This design comes from an exercise in tuning for small area on the open sky130 flow, not from production work.
The RTL was checked by simulation tests, not by an equivalence proof against the original design.
No activity file was given, so power comes from the tool's default toggle rates.

<file path="flow/run.sh">
#!/bin/bash
# synth_recipe.tcl (not shown) runs the flow's synth.tcl, then flattens the netlist and writes it again
# the make line also repeats each setting of config.mk as NAME=value (left out here)
make -C /OpenROAD-flow-scripts/flow DESIGN_CONFIG=/design/flow/config.mk WORK_HOME=/design/flow/orfs CLKGATE_MAP_FILE= SYNTH_SCRIPT=/design/flow/synth_recipe.tcl finish
</file>
<file path="flow/config.mk">
export PLATFORM = sky130hd
export DESIGN_NAME = Core
export DESIGN_NICKNAME = Core
export VERILOG_FILES = /design/flow/design.v
export SDC_FILE = /design/flow/constraint.sdc
export NUM_CORES = 4
export LEC_CHECK = 0
export CAP_MARGIN = 20
export CORE_MARGIN = 2
export CORE_UTILIZATION = 40
export SLEW_MARGIN = 20
</file>
<file path="flow/constraint.sdc">
create_clock -name core_clock -period 8.0 [get_ports {clock}]
set_input_delay 1.6000 -clock core_clock [delete_from_list [all_inputs] [get_ports {clock}]]
set_output_delay 1.6000 -clock core_clock [all_outputs]
set_load 0.01 [all_outputs]
</file>
<file path="flow/design.v">
module Core (
  input  logic        clock,
  input  logic        reset,
  output logic [31:0] imem_addr,
  input  logic [31:0] imem_rdata,
  output logic        dmem_req,
  output logic [31:0] dmem_addr,
  input  logic [31:0] dmem_rdata,
  output logic        wb_valid,
  output logic [4:0]  wb_addr,
  output logic [31:0] wb_data
);
  localparam logic [1:0] C_LOAD = 2'b00;
  localparam logic [1:0] C_OPIMM = 2'b01;
  localparam logic [1:0] C_JAL = 2'b10;
  localparam logic [1:0] C_OP = 2'b11;
  logic [29:0] pc;
  logic        d_v;
  logic [1:0]  d_cls;
  logic [31:7] d_f;
  logic        e_v;
  logic [1:0]  e_cls;
  logic [4:0]  e_rd;
  logic [31:12] e_f;
  logic [31:0] e_a;       
  logic        m_v;
  logic        m_ld;
  logic [4:0]  m_rd;
  logic [31:0] m_res;
  logic        w_v;
  logic [4:0]  w_rd;
  logic [31:0] w_data;
  logic [31:0] rf [1:31];
  logic [4:0] d_rs1, d_rs2, d_rd;
  logic d_op, d_opimm, d_load, d_jal;
  assign d_rs1 = d_f[19:15];
  assign d_rs2 = d_f[24:20];
  assign d_rd  = d_f[11:7];
  assign d_op    = d_v & (d_cls == C_OP);
  assign d_opimm = d_v & (d_cls == C_OPIMM);
  assign d_load  = d_v & (d_cls == C_LOAD);
  assign d_jal   = d_v & (d_cls == C_JAL);
  logic e_load;
  assign e_load = e_v & (e_cls == C_LOAD);
  logic wbh1, wbh2, lu1, lu2;
  assign wbh1 = (d_rs1 == w_rd) & (d_rs1 != e_rd) & (d_rs1 != m_rd) & w_v & (w_rd != 5'd0);
  assign wbh2 = (d_rs2 == w_rd) & (d_rs2 != e_rd) & (d_rs2 != m_rd) & w_v & (w_rd != 5'd0);
  assign lu1  = e_load & (d_rs1 == e_rd);
  assign lu2  = e_load & (d_rs2 == e_rd);
  logic stall, flush;
  assign stall = (d_op & (wbh1 | wbh2 | lu1 | lu2)) | ((d_opimm | d_load) & (wbh1 | lu1));
  assign flush = e_v & (e_cls == C_JAL);
  logic [31:0] rs1_val;
  assign rs1_val = (d_rs1 == 5'd0) ? 32'd0 : rf[d_rs1];
  logic [4:0] e_rs1, e_rs2;
  logic e_op, e_opimm, e_jal;
  assign e_rs1 = e_f[19:15];
  assign e_rs2 = e_f[24:20];
  assign e_op    = e_v & (e_cls == C_OP);
  assign e_opimm = e_v & (e_cls == C_OPIMM);
  assign e_jal   = e_v & (e_cls == C_JAL);
  logic fa_m, fa_w, fb_m, fb_w;
  assign fa_m = (e_op | e_opimm) & (e_rs1 == m_rd) & (m_rd != 5'd0) & m_v;
  assign fa_w = (e_op | e_opimm) & (e_rs1 == w_rd) & (w_rd != 5'd0) & w_v & ~fa_m;
  assign fb_m = (e_rs2 == m_rd) & (m_rd != 5'd0) & m_v;
  assign fb_w = (e_rs2 == w_rd) & (w_rd != 5'd0) & w_v & ~fb_m;
  logic [31:0] rs2_val;
  assign rs2_val = (e_rs2 == 5'd0) ? 32'd0 : rf[e_rs2];
  logic [29:0] jal_off;   
  assign jal_off = {{12{e_f[31]}}, e_f[19:12], e_f[20], e_f[30:22]} - 30'd1;
  logic [31:0] op_a, op_b;
  always_comb begin
    if (fa_m)      op_a = m_res;
    else if (fa_w) op_a = w_data;
    else           op_a = e_a;
    if (e_cls == C_OP) begin
      if (fb_m)      op_b = m_res;
      else if (fb_w) op_b = w_data;
      else           op_b = rs2_val;
    end else if (e_cls == C_JAL) begin
      op_b = {jal_off, 2'b00};
    end else begin
      op_b = {{20{e_f[31]}}, e_f[31:20]};
    end
  end
  logic sub, slt, lt;
  logic [31:0] sum, alu;
  assign sub = (e_cls == C_OP) & (e_f[30] | e_f[13]);
  assign slt = (e_cls == C_OP) & e_f[13];
  assign sum = op_a + (sub ? ~op_b : op_b) + {31'd0, sub};
  assign lt  = (op_a[31] ^ op_b[31]) ? op_a[31] : sum[31];
  assign alu = slt ? {31'd0, lt} : sum;
  always_ff @(posedge clock) begin
    if (reset)
      pc <= 30'd0;
    else if (flush)
      pc <= sum[31:2];
    else if (!stall)
      pc <= pc + 30'd1;
  end
  always_ff @(posedge clock) begin
    d_v <= ~(reset | flush);
    if (!stall) begin
      d_cls <= imem_rdata[5:4];
      d_f   <= imem_rdata[31:7];
    end
  end
  logic e_go;
  assign e_go = d_v & ~stall & ~flush & ~reset;
  always_ff @(posedge clock) begin
    e_v   <= e_go;
    e_rd  <= e_go ? d_rd : 5'd0;
    e_cls <= d_cls;
    e_f   <= d_f[31:12];
    e_a   <= d_jal ? {pc, 2'b00} : rs1_val;
  end
  always_ff @(posedge clock) begin
    m_v   <= e_v;
    m_ld  <= (e_cls == C_LOAD);
    m_rd  <= e_rd;
    m_res <= e_jal ? e_a : alu;
  end
  always_ff @(posedge clock) begin
    w_v    <= m_v;
    w_rd   <= m_rd;
    w_data <= m_ld ? dmem_rdata : m_res;
  end
  logic [31:0] rf_wdata;
  assign rf_wdata = reset ? 32'd0 : w_data;
  genvar i;
  generate
    for (i = 1; i < 32; i++) begin : g_rf
      always_ff @(posedge clock) begin
        if (reset | (w_v & (w_rd == i)))
          rf[i] <= rf_wdata;
      end
    end
  endgenerate
  assign imem_addr = {pc, 2'b00};
  assign dmem_req  = m_v & m_ld;
  assign dmem_addr = m_res;
  assign wb_valid  = w_v;
  assign wb_addr   = w_rd;
  assign wb_data   = w_data;
endmodule
</file>
==> notes.md <==
* Outcome: timing/DRC/antenna clean
* Worst Min Path Start: d_f[28]
* Synth top area share at 58.2%
* Seq cells post-synth at between 1000 and 1500
* Post-CTS Setup Bufs at 0
* Placer congestion estimate at 0.968
* Routed len/inst at 41.3 µm
* DR iter-0 viols at approximately 11000
* Met3 Wirelength at 43400 µm
* DR pass1 iterations at 13
* Global-route wire length before repair at roughly 340000 µm
* Synth warn at 34
* WL met1 at roughly 83000 µm
* CTS Buffer Depth at 3
* Routed Wire Length at 250000 µm
* Largest net degree at the start of global routing at 63
* Number of synthesized flops with an enable pin at approximately 1000
* Vias at between 40000 and 50000
* Synth area leaders: edfxtp_1, a22oi_1, dfxtp_1
* Crit. End Element: register
* Endpoints failing setup at 0
* Root buffer cell: clkbuf_16
* Final worst-path cycle share at between 90% and 100%
* Clk latency of the worst-skew pair at about 0.80 ns
* Critical path class: reg2reg
* Post-cts hold buffer count at 0
* DRC Markers at 0
* Synth Cell Area at ~53000 µm²
* Sequential-to-total area share from yosys stat at 64.6%
* GRT Residual Overflow at 0
* Cell Rows at 133
* Fin cells at between 6000 and 7000
* Async set-reset flop share out of synthesis at 0%
* Synth Flop Type: edfxtp_1
* Post-CTS Resized at 0
* DP HPWL at 141000 µm
* Top Layer Used: met5
* Post-route ant nets at 0
* Worst reg2reg startpoint: e_f[21]
* Starting Density at approximately 40%
* Clock-pin slew on the worst setup and hold paths at ~0.060 ns
* Post-Synthesis Cells at approximately 4000
* IO Count at ~170
* Total power at ~18 mW
* Total track usage at a little over a third
* Max Clock Freq at approximately 140 MHz
* CP arrival at between 7 and 8 ns
* Yosys cell types at 83
* Max FO, Critical Path at 36
* Skew final at just over 0.07 ns
* Worst vdd ir at around 0.22 mV
* Layout cells sized above 1 at roughly 14%
* Total CTS buffers at between 100 and 150
* Vias in the first global route at 41400
* CP startpoint: e_f[21]
* Leakage power figure at roughly 21 nW
* H-tree depth at 3
* # fillers at about 12000
* CTS tree: built
* Largest area contributor in the netlist: edfxtp_1
* WL met2 at about 100000 µm
* Mean area per synthesized cell at roughly 13 µm²
* Sink Count at between 1000 and 1500
* Worst slew pin tran at between 1 and 1.5 ns
* RSZ-0062 raised after global routing: no
* Worst hold path type: reg2reg
* Setup crit start kind: register
* Chip height at 367 µm
* Max Cap Viol at 0
* Core Region at roughly 130000 µm²
* Via-to-Cell Ratio at 7.33
* Initial antenna violation count at 13
* DP Cell Count at 5821
* Cell Pwr Density at around 290 nW/µm²
* Fin Setup TNS at 0 ns
* Die area at between 100000 and 150000 µm²
* Min cycle time layout at approximately 7.3 ns
* Port buffer count at roughly 160
* Final nets at roughly 4300
* WP data required at 8.70 ns
* Max-slew headroom at 12.7%
* Core Util, Final at 47.1%
* Area delta synth->final at 17.2%
* Hold Vio Cnt, Final at 0
* Die width at about 370 µm
* Pins over their slew limit at 0
final timing paths:
check                           cells past startpoint         to  slack (ns)
worst max-delay path                               23  m_res[27]        0.74
worst min-delay path                                0    e_f[28]        0.34
worst max register to register                     23  m_res[27]        0.74
worst min register to register                      0    e_f[28]        0.34
critical path, cell delays in order, from the launching register on:
cell	delay (ns)
dfxtp_2	0.87
buf_4	0.32
inv_1	0.15
nor3_2	0.76
buf_4	0.37
a22oi_1	0.09
nand4_1	0.10
or3_1	0.33
o211ai_1	0.19
a31oi_1	0.31
o21a_1	0.15
nor3_1	0.04
a221oi_1	0.40
ha_1	0.37
a21o_1	0.20
or3_1	0.30
o22a_1	0.24
or4_1	0.53
a31o_2	0.29
nor2_1	0.16
o21ai_1	0.18
a41o_1	0.33
or2_1	0.28
o31ai_1	0.23
cell usage after synthesis (11+ instances only):
master    instances
and2_1           12
buf_1            39
clkbuf_1        230
nor3_1           53
a21o_1           22
a31oi_1          14
nor4_1           35
a211oi_1         30
a221oi_1        156
nand3_1          91
or3_1            11
dfxtp_1         168
mux2_2           31
nand2b_1         13
a222oi_1         62
a22o_1          158
and4b_1          11
edfxtp_1       1019
nand4_1         169
inv_1            29
a22oi_1         538
nor2_1          203
xor2_1           56
mux2i_1          58
o211ai_1         15
ha_1             38
o21ai_0         146
xnor2_1          80
a21oi_1         151
buf_2            39
nand2_1         145
nor2b_1          39
flip-flops by register name, indices dropped and copies added, names as in the netlist:
register  flops
pc           30
m_v           1
e_a          32
e_v           1
e_f          20
d_cls         2
e_cls         2
d_f          25
m_res        32
m_rd          5
w_v           1
w_data       32
rf          992
w_rd          5
m_ld          1
d_v           1
e_rd          5
stage by stage:
step | setup WS [ns] | instance area [µm²] | hold WS [ns]
after floorplan | 2.50 | 52600 | 0.323
after global placement | 1.07 | 57400 | 0.326
after detailed placement | 1.01 | 57400 | 0.327
after CTS | 1.02 | 61500 | 0.341
after global routing | 0.560 | 61600 | 0.360
final | 0.741 | 61600 | 0.340
layout make-up:
type                            instances  area [µm²]  area share (%)
Multi-Input combinational cell       2479       18000            29.2
Tap cell                             1755        2200            3.56
Sequential cell                      1187       34000            55.1
Inverter                               29         109           0.177
Antenna cell                           10        25.0          0.0406
Clock inverter                         70         971            1.58
Timing Repair Buffer                  372        3230            5.24
Clock buffer                          148        3120            5.06
report_power, final:
group | internal (mW) | total [mW] | switching [mW]
registers | 8.09 | 8.97 | 0.879
clock network | 3.39 | 5.95 | 2.56
logic | 1.03 | 2.90 | 1.87
total | 12.5 | 17.8 | 5.32
cell families after synthesis:
group / Yosys count / share of synthesized area (%)
AOI/OAI and AO/OA: 1357 / 19.1
DFF: 1187 / 64.6
and+or+nand+nor: 853 / 8.55
buffers and inverters: 345 / 2.64
xor gates and xnor gates: 136 / 2.27
muxes: 91 / 1.85
adders and majority gates: 40 / 0.964
other: 1 / 0.00713
routing by layer:
layer	track usage, %	vias to the layer above
li1	-	16800
met1	43.2	21400
met2	51.2	4820
met3	16.7	1318
met4	22.7	22
met5	0.677	-
cells in the final DEF (no fill, tap or decap), types with 28 or more instances in the layout:
master           Yosys  layout
nand4_1            169     169
a22o_1             158     158
edfxtp_1          1019    1019
a222oi_1            62      62
nor2_4               1      31
mux2_2              31      31
buf_4                4     206
a211oi_1            30      30
xor2_1              56      56
nor4_1              35      29
nand3_1             91      91
a21oi_1            151     151
xnor2_1             80      80
nor3_1              53      43
o21ai_0            146     130
dfxtp_1            168     164
inv_1               29      28
nand2_1            145     130
clkbuf_16            0     119
nor2_1             203     171
ha_1                38      38
a221oi_1           156     156
mux2i_1             58      58
a22oi_1            538     538
clkdlybuf4s50_1      0     160

==> re-timing with driven ports <==
No port has a modelled driver above. Below, the same layout with a new extraction and two added sets of constraints.
Step 1: set_driving_cell puts a clkbuf_16 on clock and a buf_2 on each other input, an assumption about the parent block.
Step 2, shift: input delay + t, output delay - t, t = (earliest + latest rising clock arrival at the registers) / 2. This alone moves slack from input paths to output paths.
Three values: no drivers, after step 1, after step 2; two values: the first two.
t, ns: 0.845
setup slack, ns: 0.741 / 0.741 / 0.741
worst hold slack (ns): 0.340 / 0.340 / 0.340
worst register clock-pin slew, ns: 0.07 / 0.07
After both steps setup and hold are still met in this run. The setup slack of this run moves by 0.000 ns with the drivers and by 0.000 ns with both steps.
